From an optimization exercise on the open Yosys and OpenROAD flow, aimed at small area and few clock cycles; shortcuts taken in it are not production practice. In this exercise RTL edits were held to simulation tests only and were not proved equivalent to the original. Power is estimated from default activity; no workload was simulated.

## before
// cache
module cache (
    input  wire        i_clk,
    input  wire        i_rst,
    input  wire        i_mem_ready,
    output wire [31:0] o_mem_addr,
    output wire        o_mem_ren,
    output wire        o_mem_wen,
    output wire [31:0] o_mem_wdata,
    input  wire [31:0] i_mem_rdata,
    input  wire        i_mem_valid,
    output wire        o_busy,
    input  wire [31:0] i_req_addr,
    input  wire        i_req_ren,
    input  wire        i_req_wen,
    input  wire [ 3:0] i_req_mask,
    input  wire [31:0] i_req_wdata,
    output wire [31:0] o_res_rdata
);
Settings: LEC_CHECK=0, CAP_MARGIN=20, CORE_MARGIN=2, CORE_UTILIZATION=40, CTS_CLUSTER_DIAMETER=90, CTS_CLUSTER_SIZE=30, PLACE_DENSITY=0.6, SETUP_SLACK_MARGIN=0.2, SLEW_MARGIN=20; clock period 10.0 ns.
standard.sh (not shown) runs the stock make flow with config.mk's settings and CLKGATE_MAP_FILE= SYNTH_SCRIPT=/design/flow/synth_recipe.tcl, a recipe that flattens the netlist after the stock synthesis.
==> flow/flow/run.sh <==
#!/bin/bash
# The standard layout (standard.sh: ORFS synth .. finish), except that the
# input and output ports are buffered with the smallest buffer cell instead of
# the one buffer_ports picks by default. Every port still gets its buffer.
set -euo pipefail
export BUFFER_PORTS_ARGS="-buffer_cell sky130_fd_sc_hd__buf_1"
bash standard.sh > standard.log 2>&1
Testbench counts of before, summed over its fixed seeds: cycles 55,595.
The inputs of after differ from those of before as listed below.
--- a/flow/design.v
+++ b/flow/design.v
@@ -67,42 +67,43 @@
   reg [1:0] tag_st;   
   reg [2:0] ic;   
   reg [2:0] rc;   
   wire idle = ~st_fill & ~st_wait;
   wire req = i_req_ren | i_req_wen;
   wire miss_start = idle & req & ~hit;
   wire whit = idle & i_req_wen & hit;
   wire resp = st_fill & i_mem_valid;
-  wire resp_first = resp & (rc == 3'd0);
+  wire resp_req = resp & (rc == 3'd1);   
   wire resp_last = resp & (rc[1:0] == 2'd3);
   wire rc_done = rc[2] | resp_last;
   assign o_mem_ren = miss_start | (st_fill & ~ic[2]);
   wire rd_acc = o_mem_ren & i_mem_ready;
-  wire [1:0] rd_word = req_word + (ic[1:0] & {2{st_fill}});
+  wire [1:0] rd_word = req_word + (st_fill ? {ic[1], ~ic[0] & ~ic[2]} : {1'b0, ~hit});
   assign o_mem_addr = {i_req_addr[31:4], rd_word, 2'b00};
   reg s1_valid, s1_clr, s1_way, s2_valid, s2_way;
   reg [S-1:0] s1_set, s2_set;
   reg [1:0] s1_word, s2_word;
   reg [31:0] s1_data, s2_data;
   wire acc_way = st_fill ? fw_r : hit1;
   wire fwd1 = s1_valid & (s1_way == acc_way) & (s1_set == req_set) & (s1_word == req_word);
   wire fwd2 = s2_valid & (s2_way == acc_way) & (s2_set == req_set) & (s2_word == req_word);
   wire [31:0] arr_word = (acc_way ? word1_r : word0_r) ^ {32{rd_y}};
   wire [31:0] cache_word = fwd1 ? s1_data : fwd2 ? s2_data : arr_word;
   wire [31:0] mask32 = {{8{i_req_mask[3]}}, {8{i_req_mask[2]}}, {8{i_req_mask[1]}}, {8{i_req_mask[0]}}};
-  wire merge = ~resp | (wr_r & resp_first);
+  wire merge = ~resp | (wr_r & resp_req);
   wire [31:0] base = resp ? i_mem_rdata : cache_word;
   wire [31:0] din = merge ? ((base & ~mask32) | (i_req_wdata & mask32)) : base;
-  wire [1:0] in_word = st_fill ? (req_word + rc[1:0]) : req_word;
+  wire [1:0] in_word = st_fill ? (req_word + {rc[1], ~rc[0]}) : req_word;
   wire in_x = ~(in_word[0] ^ ph);   
   wire aw_ok = ~(in_x & s1_valid & ~s1_clr);
   wire aw_req = whit | (st_wait & awp);
   wire in_we = resp | (aw_req & aw_ok);
-  wire fill_w = st_fill & wr_r & ~wdone & ic[2] & merge & ((rc != 3'd0) ^ resp);
+  wire fill_w = st_fill & wr_r & ~wdone & ic[2] & merge &
+                ((rc[2:1] != 2'd0) | resp_req | (&i_req_mask));
   assign o_mem_wen = whit | st_wait | fill_w;
   assign o_mem_wdata = din;
   wire w_acc = o_mem_wen & i_mem_ready;
   wire fill_done = st_fill & rc_done & (~wr_r | wdone | w_acc);
   wire wait_done = i_mem_ready & (~awp | aw_ok);
   assign o_busy = idle ? (miss_start | (whit & ~(i_mem_ready & aw_ok))) :
                   st_wait ? ~wait_done : ~fill_done;
   assign o_res_rdata = cache_word;
[summary]
- after ran to completion and came out clean on the timing, design-rule and antenna checks.
- In the flow results for after and before, the fraction of the mapped netlist area in compound gates is larger on after.
- Changes observed in after relative to before: final routed wirelength across all metal layers shows an increase of 1.1%, share of the clock period used by the worst path after layout fell by 0.54 points, overall power shows an increase of 0.089 mW, critical path depth shows a reduction of 3, wire length of the first global-routing pass increased 6100 um.
- Between before and after, sequential share of layout area decreased.
- Transition time of the tightest slew-check pin in after is 0.0075 ns higher than in before
- after against before: maximum frequency has increased, die area has remained practically unchanged, initial DRC count has decreased.
- after and before ended up with nearly the same met2 layer wire length in the routed design.
Testbench counts of after, summed over its fixed seeds: cycles 55,262.

-- afterwards: timing with drivers on the ports --
Ports are ideal in the flow. The routed layouts listed here were re-timed in OpenROAD. Step 1, drivers: a clkbuf_16 drives i_clk and a buf_2 each remaining input, both assumed. Step 2 moves the port delays by t, midway between the first and last clock arrival at a register: inputs arrive t later, outputs are due t later. That takes back most of the time a late clock gives input paths. a / b / c = no drivers / after step 1 / after step 2; a / b = the first two.
run	shift t [ns]	slack for setup (ns)	cell pins on the clock port's net
before	0.893	0.246 / 0.225 / 0.225	1
after	0.854	0.301 / 0.277 / 0.277	1
After both steps every run listed still meets setup and hold. The setup slack of after, which loses most, moves by -0.024 ns with the drivers and by -0.024 ns with both steps.
